This is an optimization exercise on Yosys and OpenROAD, whose aim is small area, not a production implementation.
In this exercise RTL edits were held to simulation tests only and were not proved equivalent to the original.

## flow/design.v (module list and top-level ports; edited modules follow where they fit)
// module lininterp: 3339 lines
// module lininterp_fa: 4 lines
// module lininterp_bsel: 3 lines
// module lininterp_ha: 4 lines
module	lininterp #(
		parameter	INW   = 28,
				OWID  = 28,
				MPREC = 28,
				CTRBITS = 32
	) (
		input	wire			i_clk,
		input	wire			i_reset,
		input	wire			i_ce,
		input	wire	[(CTRBITS-1):0]	i_step,
		input	wire	[(INW-1):0]	i_data,
		output	wire			o_ce,
		output	wire	[(OWID-1):0]	o_data
	);
  // ...
==> flow/flow/run.sh <==
#!/bin/bash
set -euo pipefail
export BUFFER_PORTS_ARGS="-buffer_cell sky130_fd_sc_hd__buf_1"
export CTS_ARGS="-sink_clustering_enable -repair_clock_nets -sink_clustering_size 12 -sink_clustering_max_diameter 100 -buf_list sky130_fd_sc_hd__clkbuf_8 -dont_use_dummy_load"
bash standard.sh finish > standard_flow.log 2>&1
==> flow/standard.sh <==
#!/bin/bash
# synth_recipe.tcl (not shown) runs the flow's synth.tcl, then flattens the netlist and writes it again
# the make line also repeats each setting of config.mk as NAME=value (left out here)
make -C /OpenROAD-flow-scripts/flow DESIGN_CONFIG=/design/flow/config.mk WORK_HOME=/design/flow/orfs CLKGATE_MAP_FILE= SYNTH_SCRIPT=/design/flow/synth_recipe.tcl "${@:-finish}"
==> flow/config.mk <==
export PLATFORM = sky130hd
export DESIGN_NAME = lininterp
export DESIGN_NICKNAME = lininterp
export VERILOG_FILES = /design/flow/design.v
export SDC_FILE = /design/flow/constraint.sdc
export NUM_CORES = 4
export LEC_CHECK = 0
export ABC_AREA = 1
export CAP_MARGIN = 5
export CORE_MARGIN = 2
export CORE_UTILIZATION = 65
export PLACE_DENSITY = 0.75
export SLEW_MARGIN = 5
export SYNTH_HIERARCHICAL = 1
export SYNTH_MINIMUM_KEEP_SIZE = 0
==> flow/constraint.sdc <==
create_clock -name core_clock -period 10.0 [get_ports {i_clk}]
set_input_delay 2.0000 -clock core_clock [delete_from_list [all_inputs] [get_ports {i_clk}]]
set_output_delay 2.0000 -clock core_clock [all_outputs]
set_load 0.01 [all_outputs]
==> impl_metrics.toml, run 1 <==
[finish]
diodes = 0
largest_reg_flops = 32
mostFrequentLayoutCells = "fa_1 (478), xor2_1 (431), o22ai_1 (391)"
utilization = 0.683
final_area_mm2 = 0.0271
final_nets = 3180
regMostFlops = "r_counter"

[run]
max_cap_viol_count = 0

[outcome]
outcome = "no timing/DRC/antenna violations"

[logic_synthesis]
synth_fa_ha_area_frac = 0.407
synthCells = 2594
yosys.area_share.simple = 0.0662
syn_area_per_cell_um2 = 10.1
synth_top_family_by_area = "adder cells"
synth_compound_area_frac = 0.125

[setup_path]
r2r_end = "x_res[22]"
crit_end = "x_res[22]"
cp.required_ns = 10.50
crit_arrival_ns = 9.23

[timing]
drv_slew = 0
max_freq_mhz = 114

[route]
top_layer_used = "met4"
viasPerCell = 6.54
num_vias = 20100
wl_met2_um = 33300
drt_first_pass_iters = 6
wl_met1_um = 28500
wl_met3_um = 9390

[global_routing]
gr-max-usage-layer = "met2"
grt_pass1_wl_um = 117000
use_met2 = 0.565
gr-usage-met3 = 0.108

[die]
initial_core_util = 0.658

[placement]
placedCellCount = 3055

[clock_network]
cts_buffers = 21
post_cts_buffers = 0
cts_tree = "yes"
clk_latency_ns = 0.57

[min_path]
hold_end = "p_res[1]"
==> inputs of run 2 (changes only) <==
--- a/flow/design.v
+++ b/flow/design.v
@@ -1450,100 +1450,100 @@
 	wire	s1428;
 	wire	c1429;
-	wire	sum1430;
-	wire	e1431;
-	wire	sum1432;
-	wire	ao1433;
-	wire	e1434;
-	wire	sum1435;
-	wire	ao1436;
-	wire	e1437;
-	wire	sum1438;
-	wire	ao1439;
-	wire	e1440;
-	wire	sum1441;
-	wire	ao1442;
-	wire	bc1443;
-	wire	s1444;
-	wire	c1445;
-	wire	s1446;
-	wire	c1447;
-	wire	s1448;
-	wire	c1449;
-	wire	s1450;
-	wire	c1451;
-	wire	s1452;
-	wire	c1453;
-	wire	sum1454;
-	wire	e1455;
-	wire	sum1456;
-	wire	ao1457;
-	wire	e1458;
-	wire	sum1459;
-	wire	ao1460;
-	wire	e1461;
-	wire	sum1462;
-	wire	ao1463;
-	wire	e1464;
-	wire	sum1465;
-	wire	ao1466;
-	wire	bc1467;
-	wire	s1468;
-	wire	c1469;
-	wire	s1470;
-	wire	c1471;
-	wire	s1472;
-	wire	c1473;
-	wire	s1474;
-	wire	c1475;
-	wire	s1476;
-	wire	c1477;
-	wire	s1478;
-	wire	c1479;
-	wire	sum1480;
-	wire	e1481;
-	wire	sum1482;
-	wire	ao1483;
-	wire	e1484;
+	wire	s1430;
+	wire	c1431;
+	wire	s1432;
+	wire	c1433;
+	wire	sum1434;
+	wire	al1435;
+	wire	bc1436;
+	wire	s1437;
+	wire	c1438;
+	wire	s1439;
+	wire	c1440;
+	wire	s1441;
+	wire	c1442;
+	wire	s1443;
+	wire	c1444;
+	wire	s1445;
+	wire	c1446;
+	wire	s1447;
+	wire	c1448;
+	wire	s1449;
+	wire	c1450;
+	wire	sum1451;
+	wire	al1452;
+	wire	bc1453;
+	wire	s1454;
+	wire	c1455;
+	wire	s1456;
+	wire	c1457;
+	wire	s1458;
+	wire	c1459;
+	wire	s1460;
+	wire	c1461;
+	wire	s1462;
+	wire	c1463;
+	wire	s1464;
+	wire	c1465;
+	wire	s1466;
+	wire	c1467;
+	wire	sum1468;
+	wire	al1469;
+	wire	bc1470;
+	wire	s1471;
+	wire	c1472;
+	wire	s1473;
+	wire	c1474;
+	wire	s1475;
+	wire	c1476;
+	wire	s1477;
+	wire	c1478;
+	wire	s1479;
+	wire	c1480;
+	wire	s1481;
+	wire	c1482;
+	wire	s1483;
+	wire	c1484;
 	wire	sum1485;
-	wire	ao1486;
-	wire	e1487;
-	wire	sum1488;
-	wire	ao1489;
-	wire	e1490;
-	wire	sum1491;
-	wire	ao1492;
-	wire	e1493;
-	wire	sum1494;
-	wire	ao1495;
-	wire	bc1496;
-	wire	s1497;
-	wire	c1498;
-	wire	s1499;
-	wire	c1500;
-	wire	s1501;
-	wire	c1502;
-	wire	s1503;
-	wire	c1504;
+	wire	al1486;
+	wire	bc1487;
+	wire	s1488;
+	wire	c1489;
+	wire	s1490;
+	wire	c1491;
+	wire	s1492;
+	wire	c1493;
+	wire	s1494;
+	wire	c1495;
+	wire	s1496;
+	wire	c1497;
+	wire	s1498;
+	wire	c1499;
+	wire	s1500;
+	wire	c1501;
+	wire	sum1502;
+	wire	al1503;
+	wire	bc1504;
 	wire	s1505;
 	wire	c1506;
 	wire	s1507;
 	wire	c1508;
-	wire	sum1509;
-	wire	e1510;
-	wire	sum1511;
-	wire	ao1512;
-	wire	e1513;
-	wire	sum1514;
-	wire	ao1515;
-	wire	e1516;
-	wire	sum1517;
-	wire	ao1518;
-	wire	e1519;
-	wire	sum1520;
-	wire	ao1521;
-	wire	e1522;
-	wire	sum1523;
-	wire	ao1524;
-	wire	bc1525;
+	wire	s1509;
+	wire	c1510;
+	wire	s1511;
+	wire	c1512;
+	wire	s1513;
+	wire	c1514;
+	wire	s1515;
+	wire	c1516;
+	wire	s1517;
+	wire	c1518;
+	wire	sum1519;
+	wire	al1520;
+	wire	bc1521;
+	wire	s1522;
+	wire	c1523;
+	wire	s1524;
+	wire	c1525;
 	wire	s1526;
 	wire	c1527;
@@ -1561,23 +1561,23 @@
 	wire	c1539;
 	wire	sum1540;
-	wire	e1541;
-	wire	sum1542;
-	wire	ao1543;
-	wire	e1544;
-	wire	sum1545;
-	wire	ao1546;
-	wire	e1547;
-	wire	sum1548;
-	wire	ao1549;
-	wire	e1550;
-	wire	sum1551;
-	wire	ao1552;
-	wire	e1553;
-	wire	sum1554;
-	wire	ao1555;
-	wire	e1556;
-	wire	sum1557;
-	wire	ao1558;
-	wire	bc1559;
+	wire	al1541;
+	wire	bc1542;
+	wire	st1543;
+	wire	st1544;
+	wire	st1545;
+	wire	st1546;
+	wire	st1547;
+	wire	st1548;
+	wire	st1549;
+	wire	st1550;
+	wire	st1551;
+	wire	st1552;
+	wire	st1553;
+	wire	st1554;
+	wire	st1555;
+	wire	st1556;
+	wire	st1557;
+	wire	st1558;
+	wire	st1559;
 	wire	st1560;
 	wire	st1561;
@@ -1595,90 +1595,90 @@
 	wire	st1573;
 	wire	st1574;
-	wire	st1575;
-	wire	st1576;
-	wire	st1577;
-	wire	st1578;
-	wire	st1579;
-	wire	st1580;
-	wire	st1581;
-	wire	st1582;
-	wire	st1583;
-	wire	st1584;
-	wire	st1585;
-	wire	st1586;
-	wire	st1587;
-	wire	st1588;
-	wire	st1589;
-	wire	st1590;
-	wire	st1591;
-	wire	s1592;
-	wire	c1593;
-	wire	s1594;
-	wire	c1595;
-	wire	s1596;
-	wire	c1597;
-	wire	s1598;
-	wire	c1599;
-	wire	s1600;
-	wire	c1601;
-	wire	s1602;
-	wire	c1603;
-	wire	s1604;
-	wire	c1605;
-	wire	s1606;
-	wire	c1607;
-	wire	s1608;
-	wire	c1609;
-	wire	s1610;
-	wire	c1611;
-	wire	s1612;
-	wire	c1613;
-	wire	s1614;
-	wire	c1615;
-	wire	s1616;
-	wire	c1617;
-	wire	s1618;
-	wire	c1619;
-	wire	s1620;
-	wire	c1621;
-	wire	s1622;
-	wire	c1623;
-	wire	s1624;
-	wire	c1625;
-	wire	s1626;
-	wire	c1627;
+	wire	s1575;
+	wire	c1576;
+	wire	s1577;
+	wire	c1578;
+	wire	s1579;
+	wire	c1580;
+	wire	s1581;
+	wire	c1582;
+	wire	s1583;
+	wire	c1584;
+	wire	s1585;
+	wire	c1586;
+	wire	s1587;
+	wire	c1588;
+	wire	s1589;
+	wire	c1590;
+	wire	s1591;
+	wire	c1592;
+	wire	s1593;
+	wire	c1594;
+	wire	s1595;
+	wire	c1596;
+	wire	s1597;
+	wire	c1598;
+	wire	s1599;
+	wire	c1600;
+	wire	s1601;
+	wire	c1602;
+	wire	s1603;
+	wire	c1604;
+	wire	s1605;
+	wire	c1606;
+	wire	s1607;
+	wire	c1608;
+	wire	s1609;
+	wire	c1610;
+	wire	s1611;
+	wire	c1612;
+	wire	s1613;
+	wire	c1614;
+	wire	s1615;
+	wire	c1616;
+	wire	s1617;
+	wire	c1618;
+	wire	s1619;
+	wire	c1620;
+	wire	s1621;
+	wire	c1622;
+	wire	s1623;
+	wire	c1624;
+	wire	sum1625;
+	wire	al1626;
+	wire	bc1627;
 	wire	s1628;
 	wire	c1629;
 	wire	s1630;
 	wire	c1631;
-	wire	sum1632;
-	wire	e1633;
-	wire	sum1634;
-	wire	ao1635;
-	wire	e1636;
-	wire	sum1637;
-	wire	ao1638;
-	wire	e1639;
-	wire	sum1640;
-	wire	ao1641;
-	wire	e1642;
-	wire	sum1643;
-	wire	ao1644;
-	wire	e1645;
-	wire	sum1646;
-	wire	ao1647;
-	wire	e1648;
-	wire	sum1649;
-	wire	ao1650;
-	wire	e1651;
-	wire	sum1652;
-	wire	ao1653;
-	wire	e1654;
-	wire	sum1655;
-	wire	ao1656;
-	wire	e1657;
-	wire	sum1658;
-	wire	ao1659;
-	wire	bc1660;
+	wire	s1632;
+	wire	c1633;
+	wire	s1634;
+	wire	c1635;
+	wire	s1636;
+	wire	c1637;
+	wire	s1638;
+	wire	c1639;
+	wire	s1640;
+	wire	c1641;
+	wire	s1642;
+	wire	c1643;
+	wire	s1644;
+	wire	c1645;
+	wire	s1646;
+	wire	c1647;
+	wire	s1648;
+	wire	c1649;
+	wire	s1650;
+	wire	c1651;
+	wire	s1652;
+	wire	c1653;
+	wire	sum1654;
+	wire	al1655;
+	wire	bc1656;
+	wire	s1657;
+	wire	c1658;
+	wire	s1659;
+	wire	c1660;
 	wire	s1661;
 	wire	c1662;
@@ -1701,115 +1701,115 @@
 	wire	s1679;
 	wire	c1680;
-	wire	sum1681;
-	wire	e1682;
+	wire	s1681;
+	wire	c1682;
 	wire	sum1683;
-	wire	ao1684;
-	wire	e1685;
-	wire	sum1686;
-	wire	ao1687;
-	wire	e1688;
-	wire	sum1689;
-	wire	ao1690;
-	wire	e1691;
-	wire	sum1692;
-	wire	ao1693;
-	wire	e1694;
-	wire	sum1695;
-	wire	ao1696;
-	wire	e1697;
-	wire	sum1698;
-	wire	ao1699;
-	wire	e1700;
-	wire	sum1701;
-	wire	ao1702;
-	wire	e1703;
-	wire	sum1704;
-	wire	ao1705;
-	wire	e1706;
-	wire	sum1707;
-	wire	ao1708;
-	wire	bc1709;
-	wire	s1710;
-	wire	c1711;
-	wire	s1712;
-	wire	c1713;
-	wire	sum1714;
-	wire	e1715;
-	wire	sum1716;
-	wire	ao1717;
-	wire	bc1718;
-	wire	nn1719;
-	wire	nn1720;
-	wire	nn1721;
-	wire	nn1722;
-	wire	nn1723;
-	wire	nn1724;
-	wire	nn1725;
-	wire	nn1726;
-	wire	nn1727;
-	wire	nn1728;
-	wire	nn1729;
-	wire	nn1730;
-	wire	nn1731;
-	wire	nn1732;
-	wire	nn1733;
-	wire	nn1734;
-	wire	nn1735;
-	wire	nn1736;
-	wire	nn1737;
-	wire	nn1738;
-	wire	nn1739;
-	wire	nn1740;
-	wire	nn1741;
-	wire	nn1742;
-	wire	nn1743;
-	wire	nn1744;
-	wire	nn1745;
-	wire	nn1746;
-	wire	nn1747;
-	wire	s1748;
-	wire	c1749;
-	wire	s1750;
-	wire	c1751;
-	wire	s1752;
-	wire	c1753;
-	wire	s1754;
-	wire	c1755;
-	wire	s1756;
-	wire	c1757;
-	wire	s1758;
-	wire	c1759;
-	wire	s1760;
-	wire	c1761;
-	wire	s1762;
-	wire	c1763;
-	wire	s1764;
-	wire	c1765;
-	wire	sum1766;
-	wire	e1767;
-	wire	sum1768;
-	wire	ao1769;
-	wire	e1770;
-	wire	sum1771;
-	wire	ao1772;
-	wire	e1773;
-	wire	sum1774;
-	wire	ao1775;
-	wire	e1776;
+	wire	al1684;
+	wire	bc1685;
+	wire	nn1686;
+	wire	nn1687;
+	wire	nn1688;
+	wire	nn1689;
+	wire	nn1690;
+	wire	nn1691;
+	wire	nn1692;
+	wire	nn1693;
+	wire	nn1694;
+	wire	nn1695;
+	wire	nn1696;
+	wire	nn1697;
+	wire	nn1698;
+	wire	nn1699;
+	wire	nn1700;
+	wire	nn1701;
+	wire	nn1702;
+	wire	nn1703;
+	wire	nn1704;
+	wire	nn1705;
+	wire	nn1706;
+	wire	nn1707;
+	wire	nn1708;
+	wire	nn1709;
+	wire	nn1710;
+	wire	nn1711;
+	wire	nn1712;
+	wire	nn1713;
+	wire	nn1714;
+	wire	s1715;
+	wire	c1716;
+	wire	s1717;
+	wire	c1718;
+	wire	s1719;
+	wire	c1720;
+	wire	s1721;
+	wire	c1722;
+	wire	s1723;
+	wire	c1724;
+	wire	s1725;
+	wire	c1726;
+	wire	s1727;
+	wire	c1728;
+	wire	s1729;
+	wire	c1730;
+	wire	s1731;
+	wire	c1732;
+	wire	s1733;
+	wire	s1734;
+	wire	c1735;
+	wire	s1736;
+	wire	c1737;
+	wire	s1738;
+	wire	c1739;
+	wire	s1740;
+	wire	c1741;
+	wire	s1742;
+	wire	c1743;
+	wire	s1744;
+	wire	c1745;
+	wire	s1746;
+	wire	c1747;
+	wire	sum1748;
+	wire	al1749;
+	wire	bc1750;
+	wire	s1751;
+	wire	c1752;
+	wire	s1753;
+	wire	c1754;
+	wire	s1755;
+	wire	c1756;
+	wire	s1757;
+	wire	c1758;
+	wire	s1759;
+	wire	c1760;
+	wire	s1761;
+	wire	c1762;
+	wire	s1763;
+	wire	c1764;
+	wire	s1765;
+	wire	c1766;
+	wire	s1767;
+	wire	c1768;
+	wire	s1769;
+	wire	c1770;
+	wire	s1771;
+	wire	c1772;
+	wire	s1773;
+	wire	c1774;
+	wire	s1775;
+	wire	c1776;
 	wire	sum1777;
-	wire	ao1778;
-	wire	e1779;
-	wire	sum1780;
-	wire	ao1781;
-	wire	e1782;
-	wire	sum1783;
-	wire	ao1784;
-	wire	e1785;
-	wire	sum1786;
-	wire	ao1787;
-	wire	e1788;
-	wire	sum1789;
-	wire	ao1790;
-	wire	bc1791;
+	wire	al1778;
+	wire	bc1779;
+	wire	s1780;
+	wire	c1781;
+	wire	s1782;
+	wire	c1783;
+	wire	s1784;
+	wire	c1785;
+	wire	s1786;
+	wire	c1787;
+	wire	s1788;
+	wire	c1789;
+	wire	s1790;
+	wire	c1791;
 	wire	s1792;
 	wire	c1793;
@@ -1826,87 +1826,32 @@
 	wire	s1804;
 	wire	c1805;
-	wire	s1806;
-	wire	c1807;
-	wire	s1808;
-	wire	c1809;
-	wire	sum1810;
-	wire	e1811;
-	wire	sum1812;
-	wire	ao1813;
-	wire	e1814;
-	wire	sum1815;
-	wire	ao1816;
-	wire	e1817;
-	wire	sum1818;
-	wire	ao1819;
-	wire	e1820;
-	wire	sum1821;
-	wire	ao1822;
-	wire	e1823;
-	wire	sum1824;
-	wire	ao1825;
-	wire	e1826;
-	wire	sum1827;
-	wire	ao1828;
-	wire	e1829;
-	wire	sum1830;
-	wire	ao1831;
-	wire	e1832;
-	wire	sum1833;
-	wire	ao1834;
-	wire	bc1835;
-	wire	s1836;
-	wire	c1837;
-	wire	s1838;
-	wire	c1839;
-	wire	s1840;
-	wire	c1841;
-	wire	s1842;
-	wire	c1843;
-	wire	s1844;
-	wire	c1845;
-	wire	s1846;
-	wire	c1847;
-	wire	s1848;
-	wire	c1849;
-	wire	s1850;
-	wire	c1851;
-	wire	s1852;
-	wire	c1853;
-	wire	sum1854;
-	wire	e1855;
-	wire	sum1856;
-	wire	ao1857;
-	wire	e1858;
-	wire	sum1859;
-	wire	ao1860;
-	wire	e1861;
-	wire	sum1862;
-	wire	ao1863;
-	wire	e1864;
-	wire	sum1865;
-	wire	ao1866;
-	wire	e1867;
-	wire	sum1868;
-	wire	ao1869;
-	wire	e1870;
-	wire	sum1871;
-	wire	ao1872;
-	wire	e1873;
-	wire	sum1874;
-	wire	ao1875;
-	wire	e1876;
-	wire	sum1877;
-	wire	ao1878;
-	wire	bc1879;
-	wire	s1880;
-	wire	c1881;
-	wire	s1882;
-	wire	c1883;
-	wire	sum1884;
-	wire	e1885;
-	wire	sum1886;
-	wire	ao1887;
-	wire	bc1888;
+	wire	sum1806;
+	wire	al1807;
+	wire	bc1808;
+	wire	s1809;
+	wire	c1810;
+	wire	s1811;
+	wire	c1812;
+	wire	s1813;
+	wire	c1814;
+	wire	s1815;
+	wire	c1816;
+	wire	s1817;
+	wire	c1818;
+	wire	s1819;
+	wire	c1820;
+	wire	s1821;
+	wire	c1822;
+	wire	s1823;
+	wire	c1824;
+	wire	s1825;
+	wire	c1826;
+	wire	s1827;
+	wire	c1828;
+	wire	s1829;
+	wire	c1830;
+	wire	sum1831;
+	wire	al1832;
+	wire	bc1833;
 	wire	[55:0]	mA, mB;
 	wire	lo_nz;
@@ -2895,387 +2840,267 @@
 	lininterp_fa u_s1424 (s1300, c1299, c1423, s1424, c1425);
 	lininterp_fa u_s1426 (s1302, c1301, c1425, s1426, c1427);
-	lininterp_fa u_s1428 (s1304, c1303, c1427, s1428, c1429);
-	assign sum1430 = s1420 ^ bc1419;
-	assign e1431 = bc1419 & s1420;
-	assign sum1432 = s1422 ^ e1431;
-	assign ao1433 = s1420 & s1422;
-	assign e1434 = bc1419 & ao1433;
-	assign sum1435 = s1424 ^ e1434;
-	assign ao1436 = ao1433 & s1424;
-	assign e1437 = bc1419 & ao1436;
-	assign sum1438 = s1426 ^ e1437;
-	assign ao1439 = ao1436 & s1426;
-	assign e1440 = bc1419 & ao1439;
-	assign sum1441 = s1428 ^ e1440;
-	assign ao1442 = ao1439 & s1428;
-	assign bc1443 = c1429 | (bc1419 & ao1442);
-	lininterp_ha u_s1444 (s1306, c1305, s1444, c1445);
-	lininterp_fa u_s1446 (s1308, c1307, c1445, s1446, c1447);
-	lininterp_fa u_s1448 (s1310, c1309, c1447, s1448, c1449);
-	lininterp_fa u_s1450 (s1312, c1311, c1449, s1450, c1451);
-	lininterp_fa u_s1452 (s1314, c1313, c1451, s1452, c1453);
-	assign sum1454 = s1444 ^ bc1443;
-	assign e1455 = bc1443 & s1444;
-	assign sum1456 = s1446 ^ e1455;
-	assign ao1457 = s1444 & s1446;
-	assign e1458 = bc1443 & ao1457;
-	assign sum1459 = s1448 ^ e1458;
-	assign ao1460 = ao1457 & s1448;
-	assign e1461 = bc1443 & ao1460;
-	assign sum1462 = s1450 ^ e1461;
-	assign ao1463 = ao1460 & s1450;
-	assign e1464 = bc1443 & ao1463;
-	assign sum1465 = s1452 ^ e1464;
-	assign ao1466 = ao1463 & s1452;
-	assign bc1467 = c1453 | (bc1443 & ao1466);
-	lininterp_ha u_s1468 (s1316, c1315, s1468, c1469);
-	lininterp_fa u_s1470 (s1318, c1317, c1469, s1470, c1471);
-	lininterp_fa u_s1472 (s1320, c1319, c1471, s1472, c1473);
-	lininterp_fa u_s1474 (s1322, c1321, c1473, s1474, c1475);
-	lininterp_fa u_s1476 (s1324, c1323, c1475, s1476, c1477);
-	lininterp_fa u_s1478 (s1326, c1325, c1477, s1478, c1479);
-	assign sum1480 = s1468 ^ bc1467;
-	assign e1481 = bc1467 & s1468;
-	assign sum1482 = s1470 ^ e1481;
-	assign ao1483 = s1468 & s1470;
-	assign e1484 = bc1467 & ao1483;
-	assign sum1485 = s1472 ^ e1484;
-	assign ao1486 = ao1483 & s1472;
-	assign e1487 = bc1467 & ao1486;
-	assign sum1488 = s1474 ^ e1487;
-	assign ao1489 = ao1486 & s1474;
-	assign e1490 = bc1467 & ao1489;
-	assign sum1491 = s1476 ^ e1490;
-	assign ao1492 = ao1489 & s1476;
-	assign e1493 = bc1467 & ao1492;
-	assign sum1494 = s1478 ^ e1493;
-	assign ao1495 = ao1492 & s1478;
-	assign bc1496 = c1479 | (bc1467 & ao1495);
-	lininterp_ha u_s1497 (s1328, c1327, s1497, c1498);
-	lininterp_fa u_s1499 (s1330, c1329, c1498, s1499, c1500);
-	lininterp_fa u_s1501 (s1332, c1331, c1500, s1501, c1502);
-	lininterp_fa u_s1503 (s1334, c1333, c1502, s1503, c1504);
-	lininterp_fa u_s1505 (s1336, c1335, c1504, s1505, c1506);
+	lininterp_ha u_s1428 (s1420, bc1419, s1428, c1429);
+	lininterp_ha u_s1430 (s1422, c1429, s1430, c1431);
+	lininterp_ha u_s1432 (s1424, c1431, s1432, c1433);
+	assign sum1434 = s1426 ^ c1433;
+	assign al1435 = s1420 & s1422 & s1424 & s1426;
+	assign bc1436 = c1427 | (bc1419 & al1435);
+	lininterp_ha u_s1437 (s1304, c1303, s1437, c1438);
+	lininterp_fa u_s1439 (s1306, c1305, c1438, s1439, c1440);
+	lininterp_fa u_s1441 (s1308, c1307, c1440, s1441, c1442);
+	lininterp_fa u_s1443 (s1310, c1309, c1442, s1443, c1444);
+	lininterp_ha u_s1445 (s1437, bc1436, s1445, c1446);
+	lininterp_ha u_s1447 (s1439, c1446, s1447, c1448);
+	lininterp_ha u_s1449 (s1441, c1448, s1449, c1450);
+	assign sum1451 = s1443 ^ c1450;
+	assign al1452 = s1437 & s1439 & s1441 & s1443;
+	assign bc1453 = c1444 | (bc1436 & al1452);
+	lininterp_ha u_s1454 (s1312, c1311, s1454, c1455);
+	lininterp_fa u_s1456 (s1314, c1313, c1455, s1456, c1457);
+	lininterp_fa u_s1458 (s1316, c1315, c1457, s1458, c1459);
+	lininterp_fa u_s1460 (s1318, c1317, c1459, s1460, c1461);
+	lininterp_ha u_s1462 (s1454, bc1453, s1462, c1463);
+	lininterp_ha u_s1464 (s1456, c1463, s1464, c1465);
+	lininterp_ha u_s1466 (s1458, c1465, s1466, c1467);
+	assign sum1468 = s1460 ^ c1467;
+	assign al1469 = s1454 & s1456 & s1458 & s1460;
+	assign bc1470 = c1461 | (bc1453 & al1469);
+	lininterp_ha u_s1471 (s1320, c1319, s1471, c1472);
+	lininterp_fa u_s1473 (s1322, c1321, c1472, s1473, c1474);
+	lininterp_fa u_s1475 (s1324, c1323, c1474, s1475, c1476);
+	lininterp_fa u_s1477 (s1326, c1325, c1476, s1477, c1478);
+	lininterp_ha u_s1479 (s1471, bc1470, s1479, c1480);
+	lininterp_ha u_s1481 (s1473, c1480, s1481, c1482);
+	lininterp_ha u_s1483 (s1475, c1482, s1483, c1484);
+	assign sum1485 = s1477 ^ c1484;
+	assign al1486 = s1471 & s1473 & s1475 & s1477;
+	assign bc1487 = c1478 | (bc1470 & al1486);
+	lininterp_ha u_s1488 (s1328, c1327, s1488, c1489);
+	lininterp_fa u_s1490 (s1330, c1329, c1489, s1490, c1491);
+	lininterp_fa u_s1492 (s1332, c1331, c1491, s1492, c1493);
+	lininterp_fa u_s1494 (s1334, c1333, c1493, s1494, c1495);
+	lininterp_ha u_s1496 (s1488, bc1487, s1496, c1497);
+	lininterp_ha u_s1498 (s1490, c1497, s1498, c1499);
+	lininterp_ha u_s1500 (s1492, c1499, s1500, c1501);
+	assign sum1502 = s1494 ^ c1501;
+	assign al1503 = s1488 & s1490 & s1492 & s1494;
+	assign bc1504 = c1495 | (bc1487 & al1503);
+	lininterp_ha u_s1505 (s1336, c1335, s1505, c1506);
 	lininterp_fa u_s1507 (s1338, c1337, c1506, s1507, c1508);
-	assign sum1509 = s1497 ^ bc1496;
-	assign e1510 = bc1496 & s1497;
-	assign sum1511 = s1499 ^ e1510;
-	assign ao1512 = s1497 & s1499;
-	assign e1513 = bc1496 & ao1512;
-	assign sum1514 = s1501 ^ e1513;
-	assign ao1515 = ao1512 & s1501;
-	assign e1516 = bc1496 & ao1515;
-	assign sum1517 = s1503 ^ e1516;
-	assign ao1518 = ao1515 & s1503;
-	assign e1519 = bc1496 & ao1518;
-	assign sum1520 = s1505 ^ e1519;
-	assign ao1521 = ao1518 & s1505;
-	assign e1522 = bc1496 & ao1521;
-	assign sum1523 = s1507 ^ e1522;
-	assign ao1524 = ao1521 & s1507;
-	assign bc1525 = c1508 | (bc1496 & ao1524);
-	lininterp_ha u_s1526 (s1340, c1339, s1526, c1527);
-	lininterp_fa u_s1528 (s1342, c1341, c1527, s1528, c1529);
-	lininterp_fa u_s1530 (s1344, c1343, c1529, s1530, c1531);
-	lininterp_fa u_s1532 (s1346, c1345, c1531, s1532, c1533);
-	lininterp_fa u_s1534 (s1348, c1347, c1533, s1534, c1535);
-	lininterp_fa u_s1536 (s1350, c1349, c1535, s1536, c1537);
-	lininterp_fa u_s1538 (s1352, c1351, c1537, s1538, c1539);
-	assign sum1540 = s1526 ^ bc1525;
-	assign e1541 = bc1525 & s1526;
-	assign sum1542 = s1528 ^ e1541;
-	assign ao1543 = s1526 & s1528;
-	assign e1544 = bc1525 & ao1543;
-	assign sum1545 = s1530 ^ e1544;
-	assign ao1546 = ao1543 & s1530;
-	assign e1547 = bc1525 & ao1546;
-	assign sum1548 = s1532 ^ e1547;
-	assign ao1549 = ao1546 & s1532;
-	assign e1550 = bc1525 & ao1549;
-	assign sum1551 = s1534 ^ e1550;
-	assign ao1552 = ao1549 & s1534;
-	assign e1553 = bc1525 & ao1552;
-	assign sum1554 = s1536 ^ e1553;
-	assign ao1555 = ao1552 & s1536;
-	assign e1556 = bc1525 & ao1555;
-	assign sum1557 = s1538 ^ e1556;
-	assign ao1558 = ao1555 & s1538;
-	assign bc1559 = c1539 | (bc1525 & ao1558);
-	assign st1560 = i_step[0] & cnt_en;
-	assign st1561 = i_step[1] & cnt_en;
-	assign st1562 = i_step[2] & cnt_en;
-	assign st1563 = i_step[3] & cnt_en;
-	assign st1564 = i_step[4] & cnt_en;
-	assign st1565 = i_step[5] & cnt_en;
-	assign st1566 = i_step[6] & cnt_en;
-	assign st1567 = i_step[7] & cnt_en;
-	assign st1568 = i_step[8] & cnt_en;
-	assign st1569 = i_step[9] & cnt_en;
-	assign st1570 = i_step[10] & cnt_en;
-	assign st1571 = i_step[11] & cnt_en;
-	assign st1572 = i_step[12] & cnt_en;
-	assign st1573 = i_step[13] & cnt_en;
-	assign st1574 = i_step[14] & cnt_en;
-	assign st1575 = i_step[15] & cnt_en;
-	assign st1576 = i_step[16] & cnt_en;
-	assign st1577 = i_step[17] & cnt_en;
-	assign st1578 = i_step[18] & cnt_en;
-	assign st1579 = i_step[19] & cnt_en;
-	assign st1580 = i_step[20] & cnt_en;
-	assign st1581 = i_step[21] & cnt_en;
-	assign st1582 = i_step[22] & cnt_en;
-	assign st1583 = i_step[23] & cnt_en;
-	assign st1584 = i_step[24] & cnt_en;
-	assign st1585 = i_step[25] & cnt_en;
-	assign st1586 = i_step[26] & cnt_en;
-	assign st1587 = i_step[27] & cnt_en;
-	assign st1588 = i_step[28] & cnt_en;
-	assign st1589 = i_step[29] & cnt_en;
-	assign st1590 = i_step[30] & cnt_en;
-	assign st1591 = i_step[31] & cnt_en;
-	lininterp_ha u_s1592 (r_counter[0], st1560, s1592, c1593);
-	lininterp_fa u_s1594 (r_counter[1], st1561, c1593, s1594, c1595);
-	lininterp_fa u_s1596 (r_counter[2], st1562, c1595, s1596, c1597);
-	lininterp_fa u_s1598 (r_counter[3], st1563, c1597, s1598, c1599);
-	lininterp_fa u_s1600 (r_counter[4], st1564, c1599, s1600, c1601);
-	lininterp_fa u_s1602 (r_counter[5], st1565, c1601, s1602, c1603);
-	lininterp_fa u_s1604 (r_counter[6], st1566, c1603, s1604, c1605);
-	lininterp_fa u_s1606 (r_counter[7], st1567, c1605, s1606, c1607);
-	lininterp_fa u_s1608 (r_counter[8], st1568, c1607, s1608, c1609);
-	lininterp_fa u_s1610 (r_counter[9], st1569, c1609, s1610, c1611);
-	lininterp_ha u_s1612 (r_counter[10], st1570, s1612, c1613);
-	lininterp_fa u_s1614 (r_counter[11], st1571, c1613, s1614, c1615);
-	lininterp_fa u_s1616 (r_counter[12], st1572, c1615, s1616, c1617);
-	lininterp_fa u_s1618 (r_counter[13], st1573, c1617, s1618, c1619);
-	lininterp_fa u_s1620 (r_counter[14], st1574, c1619, s1620, c1621);
-	lininterp_fa u_s1622 (r_counter[15], st1575, c1621, s1622, c1623);
-	lininterp_fa u_s1624 (r_counter[16], st1576, c1623, s1624, c1625);
-	lininterp_fa u_s1626 (r_counter[17], st1577, c1625, s1626, c1627);
-	lininterp_fa u_s1628 (r_counter[18], st1578, c1627, s1628, c1629);
-	lininterp_fa u_s1630 (r_counter[19], st1579, c1629, s1630, c1631);
-	assign sum1632 = s1612 ^ c1611;
-	assign e1633 = c1611 & s1612;
-	assign sum1634 = s1614 ^ e1633;
-	assign ao1635 = s1612 & s1614;
-	assign e1636 = c1611 & ao1635;
-	assign sum1637 = s1616 ^ e1636;
-	assign ao1638 = ao1635 & s1616;
-	assign e1639 = c1611 & ao1638;
-	assign sum1640 = s1618 ^ e1639;
-	assign ao1641 = ao1638 & s1618;
-	assign e1642 = c1611 & ao1641;
-	assign sum1643 = s1620 ^ e1642;
-	assign ao1644 = ao1641 & s1620;
-	assign e1645 = c1611 & ao1644;
-	assign sum1646 = s1622 ^ e1645;
-	assign ao1647 = ao1644 & s1622;
-	assign e1648 = c1611 & ao1647;
-	assign sum1649 = s1624 ^ e1648;
-	assign ao1650 = ao1647 & s1624;
-	assign e1651 = c1611 & ao1650;
-	assign sum1652 = s1626 ^ e1651;
-	assign ao1653 = ao1650 & s1626;
-	assign e1654 = c1611 & ao1653;
-	assign sum1655 = s1628 ^ e1654;
-	assign ao1656 = ao1653 & s1628;
-	assign e1657 = c1611 & ao1656;
-	assign sum1658 = s1630 ^ e1657;
-	assign ao1659 = ao1656 & s1630;
-	assign bc1660 = c1631 | (c1611 & ao1659);
-	lininterp_ha u_s1661 (r_counter[20], st1580, s1661, c1662);
-	lininterp_fa u_s1663 (r_counter[21], st1581, c1662, s1663, c1664);
-	lininterp_fa u_s1665 (r_counter[22], st1582, c1664, s1665, c1666);
-	lininterp_fa u_s1667 (r_counter[23], st1583, c1666, s1667, c1668);
-	lininterp_fa u_s1669 (r_counter[24], st1584, c1668, s1669, c1670);
-	lininterp_fa u_s1671 (r_counter[25], st1585, c1670, s1671, c1672);
-	lininterp_fa u_s1673 (r_counter[26], st1586, c1672, s1673, c1674);
-	lininterp_fa u_s1675 (r_counter[27], st1587, c1674, s1675, c1676);
-	lininterp_fa u_s1677 (r_counter[28], st1588, c1676, s1677, c1678);
-	lininterp_fa u_s1679 (r_counter[29], st1589, c1678, s1679, c1680);
-	assign sum1681 = s1661 ^ bc1660;
-	assign e1682 = bc1660 & s1661;
-	assign sum1683 = s1663 ^ e1682;
-	assign ao1684 = s1661 & s1663;
-	assign e1685 = bc1660 & ao1684;
-	assign sum1686 = s1665 ^ e1685;
-	assign ao1687 = ao1684 & s1665;
-	assign e1688 = bc1660 & ao1687;
-	assign sum1689 = s1667 ^ e1688;
-	assign ao1690 = ao1687 & s1667;
-	assign e1691 = bc1660 & ao1690;
-	assign sum1692 = s1669 ^ e1691;
-	assign ao1693 = ao1690 & s1669;
-	assign e1694 = bc1660 & ao1693;
-	assign sum1695 = s1671 ^ e1694;
-	assign ao1696 = ao1693 & s1671;
-	assign e1697 = bc1660 & ao1696;
-	assign sum1698 = s1673 ^ e1697;
-	assign ao1699 = ao1696 & s1673;
-	assign e1700 = bc1660 & ao1699;
-	assign sum1701 = s1675 ^ e1700;
-	assign ao1702 = ao1699 & s1675;
-	assign e1703 = bc1660 & ao1702;
-	assign sum1704 = s1677 ^ e1703;
-	assign ao1705 = ao1702 & s1677;
-	assign e1706 = bc1660 & ao1705;
-	assign sum1707 = s1679 ^ e1706;
-	assign ao1708 = ao1705 & s1679;
-	assign bc1709 = c1680 | (bc1660 & ao1708);
-	lininterp_ha u_s1710 (r_counter[30], st1590, s1710, c1711);
-	lininterp_fa u_s1712 (r_counter[31], st1591, c1711, s1712, c1713);
-	assign sum1714 = s1710 ^ bc1709;
-	assign e1715 = bc1709 & s1710;
-	assign sum1716 = s1712 ^ e1715;
-	assign ao1717 = s1710 & s1712;
-	assign bc1718 = c1713 | (bc1709 & ao1717);
-	assign nn1719 = ~(r_next[0] & !r_first);
-	assign nn1720 = ~(r_next[1] & !r_first);
-	assign nn1721 = ~(r_next[2] & !r_first);
-	assign nn1722 = ~(r_next[3] & !r_first);
-	assign nn1723 = ~(r_next[4] & !r_first);
-	assign nn1724 = ~(r_next[5] & !r_first);
-	assign nn1725 = ~(r_next[6] & !r_first);
-	assign nn1726 = ~(r_next[7] & !r_first);
-	assign nn1727 = ~(r_next[8] & !r_first);
-	assign nn1728 = ~(r_next[9] & !r_first);
-	assign nn1729 = ~(r_next[10] & !r_first);
-	assign nn1730 = ~(r_next[11] & !r_first);
-	assign nn1731 = ~(r_next[12] & !r_first);
-	assign nn1732 = ~(r_next[13] & !r_first);
-	assign nn1733 = ~(r_next[14] & !r_first);
-	assign nn1734 = ~(r_next[15] & !r_first);
-	assign nn1735 = ~(r_next[16] & !r_first);
-	assign nn1736 = ~(r_next[17] & !r_first);
-	assign nn1737 = ~(r_next[18] & !r_first);
-	assign nn1738 = ~(r_next[19] & !r_first);
-	assign nn1739 = ~(r_next[20] & !r_first);
-	assign nn1740 = ~(r_next[21] & !r_first);
-	assign nn1741 = ~(r_next[22] & !r_first);
-	assign nn1742 = ~(r_next[23] & !r_first);
-	assign nn1743 = ~(r_next[24] & !r_first);
-	assign nn1744 = ~(r_next[25] & !r_first);
-	assign nn1745 = ~(r_next[26] & !r_first);
-	assign nn1746 = ~(r_next[27] & !r_first);
-	assign nn1747 = ~(r_next[27] & !r_first);
-	lininterp_ha u_s1748 (i_data[0], nn1719, s1748, c1749);
-	lininterp_fa u_s1750 (i_data[1], nn1720, c1749, s1750, c1751);
-	lininterp_fa u_s1752 (i_data[2], nn1721, c1751, s1752, c1753);
-	lininterp_fa u_s1754 (i_data[3], nn1722, c1753, s1754, c1755);
-	lininterp_fa u_s1756 (i_data[4], nn1723, c1755, s1756, c1757);
-	lininterp_fa u_s1758 (i_data[5], nn1724, c1757, s1758, c1759);
-	lininterp_fa u_s1760 (i_data[6], nn1725, c1759, s1760, c1761);
-	lininterp_fa u_s1762 (i_data[7], nn1726, c1761, s1762, c1763);
-	lininterp_fa u_s1764 (i_data[8], nn1727, c1763, s1764, c1765);
-	assign sum1766 = s1748 ^ 1'b1;
-	assign e1767 = 1'b1 & s1748;
-	assign sum1768 = s1750 ^ e1767;
-	assign ao1769 = s1748 & s1750;
-	assign e1770 = 1'b1 & ao1769;
-	assign sum1771 = s1752 ^ e1770;
-	assign ao1772 = ao1769 & s1752;
-	assign e1773 = 1'b1 & ao1772;
-	assign sum1774 = s1754 ^ e1773;
-	assign ao1775 = ao1772 & s1754;
-	assign e1776 = 1'b1 & ao1775;
-	assign sum1777 = s1756 ^ e1776;
-	assign ao1778 = ao1775 & s1756;
-	assign e1779 = 1'b1 & ao1778;
-	assign sum1780 = s1758 ^ e1779;
-	assign ao1781 = ao1778 & s1758;
-	assign e1782 = 1'b1 & ao1781;
-	assign sum1783 = s1760 ^ e1782;
-	assign ao1784 = ao1781 & s1760;
-	assign e1785 = 1'b1 & ao1784;
-	assign sum1786 = s1762 ^ e1785;
-	assign ao1787 = ao1784 & s1762;
-	assign e1788 = 1'b1 & ao1787;
-	assign sum1789 = s1764 ^ e1788;
-	assign ao1790 = ao1787 & s1764;
-	assign bc1791 = c1765 | (1'b1 & ao1790);
-	lininterp_ha u_s1792 (i_data[9], nn1728, s1792, c1793);
-	lininterp_fa u_s1794 (i_data[10], nn1729, c1793, s1794, c1795);
-	lininterp_fa u_s1796 (i_data[11], nn1730, c1795, s1796, c1797);
-	lininterp_fa u_s1798 (i_data[12], nn1731, c1797, s1798, c1799);
-	lininterp_fa u_s1800 (i_data[13], nn1732, c1799, s1800, c1801);
-	lininterp_fa u_s1802 (i_data[14], nn1733, c1801, s1802, c1803);
-	lininterp_fa u_s1804 (i_data[15], nn1734, c1803, s1804, c1805);
-	lininterp_fa u_s1806 (i_data[16], nn1735, c1805, s1806, c1807);
-	lininterp_fa u_s1808 (i_data[17], nn1736, c1807, s1808, c1809);
-	assign sum1810 = s1792 ^ bc1791;
-	assign e1811 = bc1791 & s1792;
-	assign sum1812 = s1794 ^ e1811;
-	assign ao1813 = s1792 & s1794;
-	assign e1814 = bc1791 & ao1813;
-	assign sum1815 = s1796 ^ e1814;
-	assign ao1816 = ao1813 & s1796;
-	assign e1817 = bc1791 & ao1816;
-	assign sum1818 = s1798 ^ e1817;
-	assign ao1819 = ao1816 & s1798;
-	assign e1820 = bc1791 & ao1819;
-	assign sum1821 = s1800 ^ e1820;
-	assign ao1822 = ao1819 & s1800;
-	assign e1823 = bc1791 & ao1822;
-	assign sum1824 = s1802 ^ e1823;
-	assign ao1825 = ao1822 & s1802;
-	assign e1826 = bc1791 & ao1825;
-	assign sum1827 = s1804 ^ e1826;
-	assign ao1828 = ao1825 & s1804;
-	assign e1829 = bc1791 & ao1828;
-	assign sum1830 = s1806 ^ e1829;
-	assign ao1831 = ao1828 & s1806;
-	assign e1832 = bc1791 & ao1831;
-	assign sum1833 = s1808 ^ e1832;
-	assign ao1834 = ao1831 & s1808;
-	assign bc1835 = c1809 | (bc1791 & ao1834);
-	lininterp_ha u_s1836 (i_data[18], nn1737, s1836, c1837);
-	lininterp_fa u_s1838 (i_data[19], nn1738, c1837, s1838, c1839);
-	lininterp_fa u_s1840 (i_data[20], nn1739, c1839, s1840, c1841);
-	lininterp_fa u_s1842 (i_data[21], nn1740, c1841, s1842, c1843);
-	lininterp_fa u_s1844 (i_data[22], nn1741, c1843, s1844, c1845);
-	lininterp_fa u_s1846 (i_data[23], nn1742, c1845, s1846, c1847);
-	lininterp_fa u_s1848 (i_data[24], nn1743, c1847, s1848, c1849);
-	lininterp_fa u_s1850 (i_data[25], nn1744, c1849, s1850, c1851);
-	lininterp_fa u_s1852 (i_data[26], nn1745, c1851, s1852, c1853);
-	assign sum1854 = s1836 ^ bc1835;
-	assign e1855 = bc1835 & s1836;
-	assign sum1856 = s1838 ^ e1855;
-	assign ao1857 = s1836 & s1838;
-	assign e1858 = bc1835 & ao1857;
-	assign sum1859 = s1840 ^ e1858;
-	assign ao1860 = ao1857 & s1840;
-	assign e1861 = bc1835 & ao1860;
-	assign sum1862 = s1842 ^ e1861;
-	assign ao1863 = ao1860 & s1842;
-	assign e1864 = bc1835 & ao1863;
-	assign sum1865 = s1844 ^ e1864;
-	assign ao1866 = ao1863 & s1844;
-	assign e1867 = bc1835 & ao1866;
-	assign sum1868 = s1846 ^ e1867;
-	assign ao1869 = ao1866 & s1846;
-	assign e1870 = bc1835 & ao1869;
-	assign sum1871 = s1848 ^ e1870;
-	assign ao1872 = ao1869 & s1848;
-	assign e1873 = bc1835 & ao1872;
-	assign sum1874 = s1850 ^ e1873;
-	assign ao1875 = ao1872 & s1850;
-	assign e1876 = bc1835 & ao1875;
-	assign sum1877 = s1852 ^ e1876;
-	assign ao1878 = ao1875 & s1852;
-	assign bc1879 = c1853 | (bc1835 & ao1878);
-	lininterp_ha u_s1880 (i_data[27], nn1746, s1880, c1881);
-	lininterp_fa u_s1882 (i_data[27], nn1747, c1881, s1882, c1883);
-	assign sum1884 = s1880 ^ bc1879;
-	assign e1885 = bc1879 & s1880;
-	assign sum1886 = s1882 ^ e1885;
-	assign ao1887 = s1880 & s1882;
-	assign bc1888 = c1883 | (bc1879 & ao1887);
+	lininterp_fa u_s1509 (s1340, c1339, c1508, s1509, c1510);
+	lininterp_fa u_s1511 (s1342, c1341, c1510, s1511, c1512);
+	lininterp_ha u_s1513 (s1505, bc1504, s1513, c1514);
+	lininterp_ha u_s1515 (s1507, c1514, s1515, c1516);
+	lininterp_ha u_s1517 (s1509, c1516, s1517, c1518);
+	assign sum1519 = s1511 ^ c1518;
+	assign al1520 = s1505 & s1507 & s1509 & s1511;
+	assign bc1521 = c1512 | (bc1504 & al1520);
+	lininterp_ha u_s1522 (s1344, c1343, s1522, c1523);
+	lininterp_fa u_s1524 (s1346, c1345, c1523, s1524, c1525);
+	lininterp_fa u_s1526 (s1348, c1347, c1525, s1526, c1527);
+	lininterp_fa u_s1528 (s1350, c1349, c1527, s1528, c1529);
+	lininterp_fa u_s1530 (s1352, c1351, c1529, s1530, c1531);
+	lininterp_ha u_s1532 (s1522, bc1521, s1532, c1533);
+	lininterp_ha u_s1534 (s1524, c1533, s1534, c1535);
+	lininterp_ha u_s1536 (s1526, c1535, s1536, c1537);
+	lininterp_ha u_s1538 (s1528, c1537, s1538, c1539);
+	assign sum1540 = s1530 ^ c1539;
+	assign al1541 = s1522 & s1524 & s1526 & s1528 & s1530;
+	assign bc1542 = c1531 | (bc1521 & al1541);
+	assign st1543 = i_step[0] & cnt_en;
+	assign st1544 = i_step[1] & cnt_en;
+	assign st1545 = i_step[2] & cnt_en;
+	assign st1546 = i_step[3] & cnt_en;
+	assign st1547 = i_step[4] & cnt_en;
+	assign st1548 = i_step[5] & cnt_en;
+	assign st1549 = i_step[6] & cnt_en;
+	assign st1550 = i_step[7] & cnt_en;
+	assign st1551 = i_step[8] & cnt_en;
+	assign st1552 = i_step[9] & cnt_en;
+	assign st1553 = i_step[10] & cnt_en;
+	assign st1554 = i_step[11] & cnt_en;
+	assign st1555 = i_step[12] & cnt_en;
+	assign st1556 = i_step[13] & cnt_en;
+	assign st1557 = i_step[14] & cnt_en;
+	assign st1558 = i_step[15] & cnt_en;
+	assign st1559 = i_step[16] & cnt_en;
+	assign st1560 = i_step[17] & cnt_en;
+	assign st1561 = i_step[18] & cnt_en;
+	assign st1562 = i_step[19] & cnt_en;
+	assign st1563 = i_step[20] & cnt_en;
+	assign st1564 = i_step[21] & cnt_en;
+	assign st1565 = i_step[22] & cnt_en;
+	assign st1566 = i_step[23] & cnt_en;
+	assign st1567 = i_step[24] & cnt_en;
+	assign st1568 = i_step[25] & cnt_en;
+	assign st1569 = i_step[26] & cnt_en;
+	assign st1570 = i_step[27] & cnt_en;
+	assign st1571 = i_step[28] & cnt_en;
+	assign st1572 = i_step[29] & cnt_en;
+	assign st1573 = i_step[30] & cnt_en;
+	assign st1574 = i_step[31] & cnt_en;
+	lininterp_ha u_s1575 (r_counter[0], st1543, s1575, c1576);
+	lininterp_fa u_s1577 (r_counter[1], st1544, c1576, s1577, c1578);
+	lininterp_fa u_s1579 (r_counter[2], st1545, c1578, s1579, c1580);
+	lininterp_fa u_s1581 (r_counter[3], st1546, c1580, s1581, c1582);
+	lininterp_fa u_s1583 (r_counter[4], st1547, c1582, s1583, c1584);
+	lininterp_fa u_s1585 (r_counter[5], st1548, c1584, s1585, c1586);
+	lininterp_fa u_s1587 (r_counter[6], st1549, c1586, s1587, c1588);
+	lininterp_fa u_s1589 (r_counter[7], st1550, c1588, s1589, c1590);
+	lininterp_fa u_s1591 (r_counter[8], st1551, c1590, s1591, c1592);
+	lininterp_fa u_s1593 (r_counter[9], st1552, c1592, s1593, c1594);
+	lininterp_ha u_s1595 (r_counter[10], st1553, s1595, c1596);
+	lininterp_fa u_s1597 (r_counter[11], st1554, c1596, s1597, c1598);
+	lininterp_fa u_s1599 (r_counter[12], st1555, c1598, s1599, c1600);
+	lininterp_fa u_s1601 (r_counter[13], st1556, c1600, s1601, c1602);
+	lininterp_fa u_s1603 (r_counter[14], st1557, c1602, s1603, c1604);
+	lininterp_fa u_s1605 (r_counter[15], st1558, c1604, s1605, c1606);
+	lininterp_fa u_s1607 (r_counter[16], st1559, c1606, s1607, c1608);
+	lininterp_fa u_s1609 (r_counter[17], st1560, c1608, s1609, c1610);
+	lininterp_ha u_s1611 (s1595, c1594, s1611, c1612);
+	lininterp_ha u_s1613 (s1597, c1612, s1613, c1614);
+	lininterp_ha u_s1615 (s1599, c1614, s1615, c1616);
+	lininterp_ha u_s1617 (s1601, c1616, s1617, c1618);
+	lininterp_ha u_s1619 (s1603, c1618, s1619, c1620);
+	lininterp_ha u_s1621 (s1605, c1620, s1621, c1622);
+	lininterp_ha u_s1623 (s1607, c1622, s1623, c1624);
+	assign sum1625 = s1609 ^ c1624;
+	assign al1626 = s1595 & s1597 & s1599 & s1601 & s1603 & s1605 & s1607 & s1609;
+	assign bc1627 = c1610 | (c1594 & al1626);
+	lininterp_ha u_s1628 (r_counter[18], st1561, s1628, c1629);
+	lininterp_fa u_s1630 (r_counter[19], st1562, c1629, s1630, c1631);
+	lininterp_fa u_s1632 (r_counter[20], st1563, c1631, s1632, c1633);
+	lininterp_fa u_s1634 (r_counter[21], st1564, c1633, s1634, c1635);
+	lininterp_fa u_s1636 (r_counter[22], st1565, c1635, s1636, c1637);
+	lininterp_fa u_s1638 (r_counter[23], st1566, c1637, s1638, c1639);
+	lininterp_fa u_s1640 (r_counter[24], st1567, c1639, s1640, c1641);
+	lininterp_ha u_s1642 (s1628, bc1627, s1642, c1643);
+	lininterp_ha u_s1644 (s1630, c1643, s1644, c1645);
+	lininterp_ha u_s1646 (s1632, c1645, s1646, c1647);
+	lininterp_ha u_s1648 (s1634, c1647, s1648, c1649);
+	lininterp_ha u_s1650 (s1636, c1649, s1650, c1651);
+	lininterp_ha u_s1652 (s1638, c1651, s1652, c1653);
+	assign sum1654 = s1640 ^ c1653;
+	assign al1655 = s1628 & s1630 & s1632 & s1634 & s1636 & s1638 & s1640;
+	assign bc1656 = c1641 | (bc1627 & al1655);
+	lininterp_ha u_s1657 (r_counter[25], st1568, s1657, c1658);
+	lininterp_fa u_s1659 (r_counter[26], st1569, c1658, s1659, c1660);
+	lininterp_fa u_s1661 (r_counter[27], st1570, c1660, s1661, c1662);
+	lininterp_fa u_s1663 (r_counter[28], st1571, c1662, s1663, c1664);
+	lininterp_fa u_s1665 (r_counter[29], st1572, c1664, s1665, c1666);
+	lininterp_fa u_s1667 (r_counter[30], st1573, c1666, s1667, c1668);
+	lininterp_fa u_s1669 (r_counter[31], st1574, c1668, s1669, c1670);
+	lininterp_ha u_s1671 (s1657, bc1656, s1671, c1672);
+	lininterp_ha u_s1673 (s1659, c1672, s1673, c1674);
+	lininterp_ha u_s1675 (s1661, c1674, s1675, c1676);
+	lininterp_ha u_s1677 (s1663, c1676, s1677, c1678);
+	lininterp_ha u_s1679 (s1665, c1678, s1679, c1680);
+	lininterp_ha u_s1681 (s1667, c1680, s1681, c1682);
+	assign sum1683 = s1669 ^ c1682;
+	assign al1684 = s1657 & s1659 & s1661 & s1663 & s1665 & s1667 & s1669;
+	assign bc1685 = c1670 | (bc1656 & al1684);
+	assign nn1686 = ~(r_next[0] & !r_first);
+	assign nn1687 = ~(r_next[1] & !r_first);
+	assign nn1688 = ~(r_next[2] & !r_first);
+	assign nn1689 = ~(r_next[3] & !r_first);
+	assign nn1690 = ~(r_next[4] & !r_first);
+	assign nn1691 = ~(r_next[5] & !r_first);
+	assign nn1692 = ~(r_next[6] & !r_first);
+	assign nn1693 = ~(r_next[7] & !r_first);
+	assign nn1694 = ~(r_next[8] & !r_first);
+	assign nn1695 = ~(r_next[9] & !r_first);
+	assign nn1696 = ~(r_next[10] & !r_first);
+	assign nn1697 = ~(r_next[11] & !r_first);
+	assign nn1698 = ~(r_next[12] & !r_first);
+	assign nn1699 = ~(r_next[13] & !r_first);
+	assign nn1700 = ~(r_next[14] & !r_first);
+	assign nn1701 = ~(r_next[15] & !r_first);
+	assign nn1702 = ~(r_next[16] & !r_first);
+	assign nn1703 = ~(r_next[17] & !r_first);
+	assign nn1704 = ~(r_next[18] & !r_first);
+	assign nn1705 = ~(r_next[19] & !r_first);
+	assign nn1706 = ~(r_next[20] & !r_first);
+	assign nn1707 = ~(r_next[21] & !r_first);
+	assign nn1708 = ~(r_next[22] & !r_first);
+	assign nn1709 = ~(r_next[23] & !r_first);
+	assign nn1710 = ~(r_next[24] & !r_first);
+	assign nn1711 = ~(r_next[25] & !r_first);
+	assign nn1712 = ~(r_next[26] & !r_first);
+	assign nn1713 = ~(r_next[27] & !r_first);
+	assign nn1714 = ~(r_next[27] & !r_first);
+	lininterp_ha u_s1715 (i_data[0], nn1686, s1715, c1716);
+	lininterp_fa u_s1717 (i_data[1], nn1687, c1716, s1717, c1718);
+	lininterp_fa u_s1719 (i_data[2], nn1688, c1718, s1719, c1720);
+	lininterp_fa u_s1721 (i_data[3], nn1689, c1720, s1721, c1722);
+	lininterp_fa u_s1723 (i_data[4], nn1690, c1722, s1723, c1724);
+	lininterp_fa u_s1725 (i_data[5], nn1691, c1724, s1725, c1726);
+	lininterp_fa u_s1727 (i_data[6], nn1692, c1726, s1727, c1728);
+	lininterp_fa u_s1729 (i_data[7], nn1693, c1728, s1729, c1730);
+	lininterp_fa u_s1731 (i_data[8], nn1694, c1730, s1731, c1732);
+	assign s1733 = ~s1715;
+	lininterp_ha u_s1734 (s1717, s1715, s1734, c1735);
+	lininterp_ha u_s1736 (s1719, c1735, s1736, c1737);
+	lininterp_ha u_s1738 (s1721, c1737, s1738, c1739);
+	lininterp_ha u_s1740 (s1723, c1739, s1740, c1741);
+	lininterp_ha u_s1742 (s1725, c1741, s1742, c1743);
+	lininterp_ha u_s1744 (s1727, c1743, s1744, c1745);
+	lininterp_ha u_s1746 (s1729, c1745, s1746, c1747);
+	assign sum1748 = s1731 ^ c1747;
+	assign al1749 = s1715 & s1717 & s1719 & s1721 & s1723 & s1725 & s1727 & s1729 & s1731;
+	assign bc1750 = c1732 | (1'b1 & al1749);
+	lininterp_ha u_s1751 (i_data[9], nn1695, s1751, c1752);
+	lininterp_fa u_s1753 (i_data[10], nn1696, c1752, s1753, c1754);
+	lininterp_fa u_s1755 (i_data[11], nn1697, c1754, s1755, c1756);
+	lininterp_fa u_s1757 (i_data[12], nn1698, c1756, s1757, c1758);
+	lininterp_fa u_s1759 (i_data[13], nn1699, c1758, s1759, c1760);
+	lininterp_fa u_s1761 (i_data[14], nn1700, c1760, s1761, c1762);
+	lininterp_fa u_s1763 (i_data[15], nn1701, c1762, s1763, c1764);
+	lininterp_ha u_s1765 (s1751, bc1750, s1765, c1766);
+	lininterp_ha u_s1767 (s1753, c1766, s1767, c1768);
+	lininterp_ha u_s1769 (s1755, c1768, s1769, c1770);
+	lininterp_ha u_s1771 (s1757, c1770, s1771, c1772);
+	lininterp_ha u_s1773 (s1759, c1772, s1773, c1774);
+	lininterp_ha u_s1775 (s1761, c1774, s1775, c1776);
+	assign sum1777 = s1763 ^ c1776;
+	assign al1778 = s1751 & s1753 & s1755 & s1757 & s1759 & s1761 & s1763;
+	assign bc1779 = c1764 | (bc1750 & al1778);
+	lininterp_ha u_s1780 (i_data[16], nn1702, s1780, c1781);
+	lininterp_fa u_s1782 (i_data[17], nn1703, c1781, s1782, c1783);
+	lininterp_fa u_s1784 (i_data[18], nn1704, c1783, s1784, c1785);
+	lininterp_fa u_s1786 (i_data[19], nn1705, c1785, s1786, c1787);
+	lininterp_fa u_s1788 (i_data[20], nn1706, c1787, s1788, c1789);
+	lininterp_fa u_s1790 (i_data[21], nn1707, c1789, s1790, c1791);
+	lininterp_fa u_s1792 (i_data[22], nn1708, c1791, s1792, c1793);
+	lininterp_ha u_s1794 (s1780, bc1779, s1794, c1795);
+	lininterp_ha u_s1796 (s1782, c1795, s1796, c1797);
+	lininterp_ha u_s1798 (s1784, c1797, s1798, c1799);
+	lininterp_ha u_s1800 (s1786, c1799, s1800, c1801);
+	lininterp_ha u_s1802 (s1788, c1801, s1802, c1803);
+	lininterp_ha u_s1804 (s1790, c1803, s1804, c1805);
+	assign sum1806 = s1792 ^ c1805;
+	assign al1807 = s1780 & s1782 & s1784 & s1786 & s1788 & s1790 & s1792;
+	assign bc1808 = c1793 | (bc1779 & al1807);
+	lininterp_ha u_s1809 (i_data[23], nn1709, s1809, c1810);
+	lininterp_fa u_s1811 (i_data[24], nn1710, c1810, s1811, c1812);
+	lininterp_fa u_s1813 (i_data[25], nn1711, c1812, s1813, c1814);
+	lininterp_fa u_s1815 (i_data[26], nn1712, c1814, s1815, c1816);
+	lininterp_fa u_s1817 (i_data[27], nn1713, c1816, s1817, c1818);
+	lininterp_fa u_s1819 (i_data[27], nn1714, c1818, s1819, c1820);
+	lininterp_ha u_s1821 (s1809, bc1808, s1821, c1822);
+	lininterp_ha u_s1823 (s1811, c1822, s1823, c1824);
+	lininterp_ha u_s1825 (s1813, c1824, s1825, c1826);
+	lininterp_ha u_s1827 (s1815, c1826, s1827, c1828);
+	lininterp_ha u_s1829 (s1817, c1828, s1829, c1830);
+	assign sum1831 = s1819 ^ c1830;
+	assign al1832 = s1809 & s1811 & s1813 & s1815 & s1817 & s1819;
+	assign bc1833 = c1820 | (bc1808 & al1832);
 	wire	[55:0]	sum;
-	assign sum = {sum1557, sum1554, sum1551, sum1548, sum1545, sum1542, sum1540, sum1523, sum1520, sum1517, sum1514, sum1511, sum1509, sum1494, sum1491, sum1488, sum1485, sum1482, sum1480, sum1465, sum1462, sum1459, sum1456, sum1454, sum1441, sum1438, sum1435, sum1432, sum1430, 1'b0, 1'b0, 1'b0, 1'b0, 1'b0, 1'b0, 1'b0, 1'b0, 1'b0, 1'b0, 1'b0, 1'b0, 1'b0, 1'b0, 1'b0, 1'b0, 1'b0, 1'b0, 1'b0, 1'b0, 1'b0, 1'b0, 1'b0, 1'b0, 1'b0, 1'b0, 1'b0};
+	assign sum = {sum1540, s1538, s1536, s1534, s1532, sum1519, s1517, s1515, s1513, sum1502, s1500, s1498, s1496, sum1485, s1483, s1481, s1479, sum1468, s1466, s1464, s1462, sum1451, s1449, s1447, s1445, sum1434, s1432, s1430, s1428, 1'b0, 1'b0, 1'b0, 1'b0, 1'b0, 1'b0, 1'b0, 1'b0, 1'b0, 1'b0, 1'b0, 1'b0, 1'b0, 1'b0, 1'b0, 1'b0, 1'b0, 1'b0, 1'b0, 1'b0, 1'b0, 1'b0, 1'b0, 1'b0, 1'b0, 1'b0, 1'b0};
 	wire	[28:0]	slope_d;
-	assign slope_d = {sum1886, sum1884, sum1877, sum1874, sum1871, sum1868, sum1865, sum1862, sum1859, sum1856, sum1854, sum1833, sum1830, sum1827, sum1824, sum1821, sum1818, sum1815, sum1812, sum1810, sum1789, sum1786, sum1783, sum1780, sum1777, sum1774, sum1771, sum1768, sum1766};
+	assign slope_d = {sum1831, s1829, s1827, s1825, s1823, s1821, sum1806, s1804, s1802, s1800, s1798, s1796, s1794, sum1777, s1775, s1773, s1771, s1769, s1767, s1765, sum1748, s1746, s1744, s1742, s1740, s1738, s1736, s1734, s1733};
 	wire	[31:0]	cnt_sum;
 	wire		cnt_co;
-	assign cnt_sum = {sum1716, sum1714, sum1707, sum1704, sum1701, sum1698, sum1695, sum1692, sum1689, sum1686, sum1683, sum1681, sum1658, sum1655, sum1652, sum1649, sum1646, sum1643, sum1640, sum1637, sum1634, sum1632, s1610, s1608, s1606, s1604, s1602, s1600, s1598, s1596, s1594, s1592};
-	assign cnt_co = bc1718;
+	assign cnt_sum = {sum1683, s1681, s1679, s1677, s1675, s1673, s1671, sum1654, s1652, s1650, s1648, s1646, s1644, s1642, sum1625, s1623, s1621, s1619, s1617, s1615, s1613, s1611, s1593, s1591, s1589, s1587, s1585, s1583, s1581, s1579, s1577, s1575};
+	assign cnt_co = bc1685;
 	wire		sticky = lo_nz;
 	wire	[27:0]	rres = { sum[55:29], sum[28] & (sum[27] | sticky) };
==> flow/flow/run.sh (replaced) <==
#!/bin/bash
set -euo pipefail
export BUFFER_PORTS_ARGS="-buffer_cell sky130_fd_sc_hd__buf_1"
export CTS_ARGS="-sink_clustering_enable -repair_clock_nets -sink_clustering_size 8 -sink_clustering_max_diameter 60 -buf_list sky130_fd_sc_hd__clkbuf_4 -dont_use_dummy_load"
bash standard.sh finish > standard_flow.log 2>&1
==> run 2 against run 1 <==
Against the previous run: still clean; synthesized cell count shrank 3.0%; register-to-register slack gained 0.06 ns; first-iteration DRC count grew 1.6%; via count grew 0.56%; sequential share of layout area is essentially flat; global-route usage grew 0.61 points; largest cell class unchanged.
==> impl_metrics.toml, run 2 <==
[route]
detail_route.wl_per_cell_um = 25.3
wl_met3_um = 9670
drt_first_pass_iters = 8
detail-route-antenna-nets = 0
wl_met2_um = 34200
top_layer_used = "met5"
routed_wl_um = 76300
num_vias = 20200
wl_met1_um = 28000
viasPerCell = 6.70

[finish]
final_nets = 3169
regMostFlops = "r_counter"
area_growth_pct = 3.79
utilization = 0.683
num-fill-cells = 3121
largest_reg_flops = 32
reg.largest.list = "r_counter (32), r_slope (29)"
mostFrequentLayoutCells = "fa_1 (476), xor2_1 (418), o22ai_1 (391)"

[min_path]
worst_hold_startpoint = "x_res[11]"
hold_end = "p_res[11]"

[logic_synthesis]
ys_seq_area_frac = 0.192
synthesis.nets = 3189
synthCells = 2516
synthTopCellsByArea = "fa_1 (37%), xor2_1 (14%), edfxtp_1 (9.8%)"
ys_ff_latch = 207
synth_top_area_cell = "fa_1"
synth_common_cells = "fa_1 (476), xor2_1 (418), o22ai_1 (391), inv_1 (166), nor2_1 (156)"
ys_async_sr_fraction = 0
syn_area_per_cell_um2 = 10.4
synth_area_mm2 = 0.0261
synth_cell_types = 34
synth_top_area_frac = 0.366

[timing]
setup_viol = 0
fin_crit_ns = 8.67
worst_pin_slew_ns = 1.18
max_freq_mhz = 115
finalCritPeriodShare = 0.867
setup_slack_ns = 1.33
drv_slew = 0

[die]
pin_count = 92
coreArea_mm2 = 0.0396
initial_core_util = 0.658
fp.dieH_um = 204
die_w_um = 204

[setup_path]
cp-end-kind = "flop"
worst-path-buf-inv = 1
crit_fanout = 21
worst_setup_path_start_kind = "flop"
cp.required_ns = 10.62
r2r_end = "x_res[27]"
timing.rr.start = "r_offset[3]"
crit_arrival_ns = 9.30
cp_top_family = "adder cells"

[clock_network]
clk_latency_ns = 0.78
cts-root-buf = "clkbuf_4"
h-tree-depth = 1
clockBufferDepth = 3
cts_buffers = 31
cts_sinks = 207
post_cts_buffers = 0
cts_tree = "yes"

[global_routing]
grt_pass1_vias = 21400
antenna_found_initial = 3
grt_pass1_wl_um = 119000
grt_usage = 0.376

[run]
max_cap_viol_count = 0

[placement]
gp_congestion = 1.04

[outcome]
outcome = "no timing/DRC/antenna violations"
[run 2: area by class of cell]
type	count	area, µm²	area share
antenna	2	5.00	0.000185
inverter	194	728	0.0269
sequential	207	5010	0.185
tap	525	657	0.0243
multi-input combinational	1897	19500	0.722
clock buffer	31	233	0.00860
timing repair buffer	165	898	0.0332
[run 2: kinds of logic after synthesis]
logic type / after synthesis / share of synthesized area
xor+xnor: 423 / 0.142
flops: 207 / 0.192
buf+inv: 412 / 0.0619
compound gates: 516 / 0.120
other cells: 1 / 0.000144
fa+ha+maj: 610 / 0.430
simple gates: 347 / 0.0543
[run 2: routing by layer]
metal  vias up  GRT usage
met5         -          0
met4         2      0.195
met3       397      0.118
met2      1574      0.576
met1      9902      0.481
li1       8356          -
[run 2: worst max path at each step]
stage / startpoint / to / cells past startpoint
floorplan: i_ce / r_counter[31] / 25
global placement: r_offset[3] / x_res[27] / 38
detailed placement: r_offset[3] / x_res[27] / 38
CTS: r_offset[3] / x_res[27] / 38
global route: r_offset[3] / x_res[27] / 40
finish: r_offset[3] / x_res[27] / 40
[run 2: Yosys stat by module, one instance, submodules excluded]
module	cells	flops+latches	area [µm²]
lininterp	1919	207	15000
lininterp_fa	1	0	20.0
lininterp_ha	1	0	12.5
[run 2: stage by stage]
| step | cell area [µm²] | hold WS (ns) | instances |
|---|---|---|---|
| 2_1_floorplan | 26100 | 0.386 | 2516 |
| 3_3_place_gp | 26800 | 0.389 | 2988 |
| 3_5_place_dp | 26800 | 0.389 | 2988 |
| 4_1_cts | 27100 | 0.404 | 3019 |
| 5_1_grt | 27100 | 0.409 | 3020 |
| 6_report | 27100 | 0.404 | 3021 |
[run 2: worst reg2reg max path: cells and delay by family, from the launching register on]
kind            cells  cell delay [ns]
fa+ha+maj          14             5.07
simple gates       21             1.57
flops               1             0.66
compound gates      2             0.52
buf+inv             1             0.37
xor+xnor            2             0.36

[what the ideal ports hide]
The flow's constraints put no driver on any port. The routed layouts listed below were extracted and timed again, unchanged, in two steps. Step 1 assumes that a clkbuf_16 drives the clock port and a buf_2 every other input. Step 2, shift: input delay + t, output delay - t, t = (earliest + latest rising clock arrival at the registers) / 2. This alone moves slack from input paths to output paths. a / b / c = ideal / step 1 / step 2; a / b = the first two.
run | shift t [ns] | slack for setup (ns) | worst setup path after step 2
run 1 | 0.598 | 1.262 / 1.262 / 1.262 | register to register
run 2 | 0.793 | 1.326 / 1.326 / 1.326 | register to register
After both steps every run listed still meets setup and hold.
